Context: an optimization exercise on an open-source flow, tuned for small area and a short achievable clock period. The choices shown serve that exercise and are no tape-out recipe. Where RTL was checked, it was by simulation tests only, not by an equivalence proof against the original.

==> module FLP_multiplier_4, before the edit <==
module FLP_multiplier_4(
    input [31:0] A,
    input [31:0] B,
    input rst,
    input clk,
    output [31:0] result
);
    reg [22:0] a1, b1;
    reg s1;
    reg [7:0] ea1, eb1;
    always @(posedge clk) begin
        a1 <= A[22:0];
        b1 <= B[22:0];
        ea1 <= A[30:23];
        eb1 <= B[30:23];
        s1 <= A[31] ^ B[31];
    end
    wire [7:0] e1 = ea1 + eb1 + 8'd129;
    wire [25:0] a3_0 = {2'b01, A[22:0]} + {1'b1, A[22:0], 1'b0};
    reg [25:0] a3_1;
    always @(posedge clk) a3_1 <= a3_0;
    wire [39:0] dg0;
    booth8_enc enc(.b(B[22:0]), .dg(dg0));
    reg [39:0] dg1;
    always @(posedge clk) dg1 <= dg0;
    wire [110:0] z;
    wire zc;
    mul_s1 st1(.a(a1), .a3(a3_1), .dg(dg1), .z(z), .cout(zc));
    reg [110:0] z2;
    reg c2;
    reg [7:0] e2;
    reg sg2;
    always @(posedge clk) begin
        z2 <= z;
        c2 <= zc;
        e2 <= e1;
        sg2 <= s1;
    end
    wire hi;
    wire [22:0] m, ml, mh;
    mul_s2 st2(.z(z2), .cin(c2), .hi(hi), .ml(ml), .mh(mh), .m(m));
    wire [7:0] e2i = e2 + 8'd1;
    reg [22:0] ml3, mh3;
    reg [7:0] e3, e3i;
    reg hi3, sg3;
    always @(posedge clk) begin
        ml3 <= ml;
        mh3 <= mh;
        e3 <= e2;
        e3i <= e2i;
        hi3 <= hi;
        sg3 <= sg2;
    end
    assign result = {sg3, hi3 ? e3i : e3, hi3 ? mh3 : ml3};
endmodule
clock: 7.0 ns
lec_check: 0
cap_margin: 20
core_margin: 2
core_utilization: 40
setup_slack_margin: 3.5
slew_margin: 20
standard.sh (not shown) runs the stock make flow with config.mk's settings and CLKGATE_MAP_FILE= SYNTH_SCRIPT=/design/flow/synth_recipe.tcl, a recipe that flattens the netlist after the stock synthesis.
==> flow/flow/run.sh <==
#!/bin/bash
set -o pipefail
bash standard.sh ADDER_MAP_FILE= "BUFFER_PORTS_ARGS=-buffer_cell sky130_fd_sc_hd__buf_2" finish > flow_make.log 2>&1
Change:
--- a/flow/design.v
+++ b/flow/design.v
@@ -1041,16 +1041,8 @@
     wire [22:0] m, ml, mh;
     mul_s2 st2(.z(z2), .cin(c2), .hi(hi), .ml(ml), .mh(mh), .m(m));
     wire [7:0] e2i = e2 + 8'd1;
-    reg [22:0] ml3, mh3;
-    reg [7:0] e3, e3i;
-    reg hi3, sg3;
-    always @(posedge clk) begin
-        ml3 <= ml;
-        mh3 <= mh;
-        e3 <= e2;
-        e3i <= e2i;
-        hi3 <= hi;
-        sg3 <= sg2;
-    end
-    assign result = {sg3, hi3 ? e3i : e3, hi3 ? mh3 : ml3};
+    wire [7:0] e = hi ? e2i : e2;
+    reg [31:0] r3;
+    always @(posedge clk) r3 <= {sg2, e, m};
+    assign result = r3;
 endmodule
Outcome: Core utilization came out higher by 2.9 points; area after synthesis came out lower by 2.6%; via count came out higher by 3.9%; synthesized cell count came out lower by 0.48%; global-route usage came out higher by 1.8 points.
No run of this note included a check of the RTL's function; only the layout flow was run.

FLP_multiplier_4, a different RTL version from the one above (not shown whole).
For scale: about 2700 cells after synthesis, about 98 I/O pins.
==> module FLP_multiplier_4, before the edit <==
module FLP_multiplier_4(
    input [31:0] A,
    input [31:0] B,
    input rst,
    input clk,
    output [31:0] result
);
    reg [22:0] a1, b1;
    reg s1;
    reg [7:0] e1;
    wire [7:0] e0 = A[30:23] + B[30:23] + 8'd129;    
    always @(posedge clk) begin
        a1 <= A[22:0];
        b1 <= B[22:0];
        e1 <= e0;
        s1 <= A[31] ^ B[31];
    end
    wire [25:0] a3_0 = {2'b01, A[22:0]} + {1'b1, A[22:0], 1'b0};
    reg [25:0] a3_1;
    always @(posedge clk) a3_1 <= a3_0;
    wire [39:0] dg0;
    booth8_enc enc(.b(B[22:0]), .dg(dg0));
    reg [39:0] dg1;
    always @(posedge clk) dg1 <= dg0;
    wire [71:0] z;
    wire zc;
    mul_s1 st1(.a(a1), .a3(a3_1), .dg(dg1), .z(z), .cout(zc));
    reg [71:0] z2;
    reg c2;
    reg [7:0] e2;
    reg sg2;
    always @(posedge clk) begin
        z2 <= z;
        c2 <= zc;
        e2 <= e1;
        sg2 <= s1;
    end
    wire hi;
    wire [22:0] m, ml, mh;
    mul_s2 st2(.z(z2), .cin(c2), .hi(hi), .ml(ml), .mh(mh), .m(m));
    wire [7:0] e2i = e2 + 8'd1;
    wire [7:0] e = hi ? e2i : e2;
    reg [31:0] r3;
    always @(posedge clk) r3 <= {sg2, e, m};
    assign result = r3;
endmodule
Settings: LEC_CHECK=0, CAP_MARGIN=20, CORE_MARGIN=2, CORE_UTILIZATION=40, CTS_BUF_LIST=sky130_fd_sc_hd__clkbuf_4 sky130_fd_sc_hd__clkbuf_8, SETUP_SLACK_MARGIN=3.75, SLEW_MARGIN=20; clock period 7.0 ns.
==> flow/flow/run.sh <==
#!/bin/bash
set -o pipefail
bash standard.sh ADDER_MAP_FILE= SYNTH_ARGS=-noabc "BUFFER_PORTS_ARGS=-buffer_cell sky130_fd_sc_hd__buf_2" finish > flow_make.log 2>&1
Change:
--- a/flow/design.v
+++ b/flow/design.v
@@ -1084,8 +1084,16 @@
     wire [22:0] m, ml, mh;
     mul_s2 st2(.z(z2), .cin(c2), .hi(hi), .ml(ml), .mh(mh), .m(m));
     wire [7:0] e2i = e2 + 8'd1;
-    wire [7:0] e = hi ? e2i : e2;
-    reg [31:0] r3;
-    always @(posedge clk) r3 <= {sg2, e, m};
-    assign result = r3;
+    reg [22:0] ml3, mh3;
+    reg [7:0] e3;
+    reg hi3, sg3;
+    always @(posedge clk) begin
+        ml3 <= ml;
+        mh3 <= mh;
+        e3 <= e2;
+        hi3 <= hi;
+        sg3 <= sg2;
+    end
+    wire [7:0] e3i = e3 + 8'd1;
+    assign result = {sg3, hi3 ? e3i : e3, hi3 ? mh3 : ml3};
 endmodule
After rerunning: The changed run completed with no timing, DRC or antenna violations; die area grows by 6.0%; worst setup slack got worse by 0.074 ns; first-iteration DRC count grows by 3.5%; critical path depth grows by 1; cell count grows by 1.1%.
The RTL of the second run of this note was laid out without a check of its function.

Setup of red:
Another version of the RTL of FLP_multiplier_4 (not shown whole).
Size in the first run: ~2700 cells after synthesis, roughly 230 flip-flops, ~98 I/O pins, about 0.022 mm² of cells after synthesis.
==> module FLP_multiplier_4, before the edit <==
module FLP_multiplier_4(
    input [31:0] A,
    input [31:0] B,
    input rst,
    input clk,
    output [31:0] result
);
    reg [22:0] a1, b1;
    reg s1;
    reg [7:0] e1;
    wire [7:0] e0 = A[30:23] + B[30:23] + 8'd129;    
    always @(posedge clk) begin
        a1 <= A[22:0];
        b1 <= B[22:0];
        e1 <= e0;
        s1 <= A[31] ^ B[31];
    end
    wire [25:0] a3_0 = {2'b01, A[22:0]} + {1'b1, A[22:0], 1'b0};
    reg [25:0] a3_1;
    always @(posedge clk) a3_1 <= a3_0;
    wire [39:0] dg0;
    booth8_enc enc(.b(B[22:0]), .dg(dg0));
    reg [39:0] dg1;
    always @(posedge clk) dg1 <= dg0;
    wire [71:0] z;
    wire zc;
    mul_s1 st1(.a(a1), .a3(a3_1), .dg(dg1), .z(z), .cout(zc));
    reg [71:0] z2;
    reg c2;
    reg [7:0] e2;
    reg sg2;
    always @(posedge clk) begin
        z2 <= z;
        c2 <= zc;
        e2 <= e1;
        sg2 <= s1;
    end
    wire hi;
    wire [22:0] m, ml, mh;
    mul_s2 st2(.z(z2), .cin(c2), .hi(hi), .ml(ml), .mh(mh), .m(m));
    wire [7:0] e2i = e2 + 8'd1;
    reg [22:0] ml3, mh3;
    reg [7:0] e3;
    reg hi3, sg3;
    always @(posedge clk) begin
        ml3 <= ml;
        mh3 <= mh;
        e3 <= e2;
        hi3 <= hi;
        sg3 <= sg2;
    end
    wire [7:0] e3i = e3 + 8'd1;
    assign result = {sg3, hi3 ? e3i : e3, hi3 ? mh3 : ml3};
endmodule
clock: 7.0 ns
lec_check: 0
cap_margin: 20
core_margin: 2
core_utilization: 40
setup_slack_margin: 3.5
slew_margin: 20
==> flow/flow/run.sh <==
#!/bin/bash
set -o pipefail
bash standard.sh ADDER_MAP_FILE= "BUFFER_PORTS_ARGS=-buffer_cell sky130_fd_sc_hd__buf_2" finish > flow_make.log 2>&1
[inputs] blue vs red
diff --git a/flow/design.v b/flow/design.v
--- a/flow/design.v
+++ b/flow/design.v
@@ -1028,18 +1028,19 @@
     input clk,
     output [31:0] result
 );
     reg [22:0] a1, b1;
     reg s1;
-    reg [7:0] e1;
-    wire [7:0] e0 = A[30:23] + B[30:23] + 8'd129;    
+    reg [7:0] ea1, eb1;
     always @(posedge clk) begin
         a1 <= A[22:0];
         b1 <= B[22:0];
-        e1 <= e0;
+        ea1 <= A[30:23];
+        eb1 <= B[30:23];
         s1 <= A[31] ^ B[31];
     end
+    wire [7:0] e1 = ea1 + eb1 + 8'd129;
     wire [25:0] a3_0 = {2'b01, A[22:0]} + {1'b1, A[22:0], 1'b0};
     reg [25:0] a3_1;
     always @(posedge clk) a3_1 <= a3_0;
     wire [39:0] dg0;
     booth8_enc enc(.b(B[22:0]), .dg(dg0));
@@ -1061,17 +1062,17 @@
     wire hi;
     wire [22:0] m, ml, mh;
     mul_s2 st2(.z(z2), .cin(c2), .hi(hi), .ml(ml), .mh(mh), .m(m));
     wire [7:0] e2i = e2 + 8'd1;
     reg [22:0] ml3, mh3;
-    reg [7:0] e3;
+    reg [7:0] e3, e3i;
     reg hi3, sg3;
     always @(posedge clk) begin
         ml3 <= ml;
         mh3 <= mh;
         e3 <= e2;
+        e3i <= e2i;
         hi3 <= hi;
         sg3 <= sg2;
     end
-    wire [7:0] e3i = e3 + 8'd1;
     assign result = {sg3, hi3 ? e3i : e3, hi3 ? mh3 : ml3};
 endmodule
Results
Delta (blue minus red): core box area +2.6%; average routed wire per standard cell fell about 0.9%; number of antenna violations at the first check in global routing shrank by 1.
Run comparison: red timing startpoint of the critical path dg1[14]; blue timing startpoint of the critical path dg1[29]

[afterwards: timing with drivers on the ports]
Ports are ideal in the flow. The routed layouts listed here were re-timed in OpenROAD. Step 1 sets driving cells, clkbuf_16 on the clock port and buf_2 on the other inputs (assumed; they add their load-dependent delay and slew). Step 2, shift: input delay + t, output delay - t, t = (earliest + latest rising clock arrival at the registers) / 2. This alone moves slack from input paths to output paths. a / b / c = ideal / step 1 / step 2; a / b = the first two.
run	shift t [ns]	setup WS [ns]	worst register clock-pin slew, ns
the first run of note 1	0.633	3.589 / 3.612 / 2.979	0.07 / 0.07
the second run of note 1	0.639	3.343 / 3.343 / 2.995	0.06 / 0.06
the first run of note 2	0.623	3.810 / 3.810 / 3.264	0.06 / 0.06
the second run of note 2	0.643	3.737 / 3.713 / 3.390	0.07 / 0.07
red	0.627	3.624 / 3.606 / 3.099	0.06 / 0.06
blue	0.619	3.616 / 3.616 / 3.102	0.07 / 0.07
After both steps setup and hold are still met in every run listed. The setup slack of the first run of note 1, which loses most, moves by +0.023 ns with the drivers and by -0.610 ns with both steps.
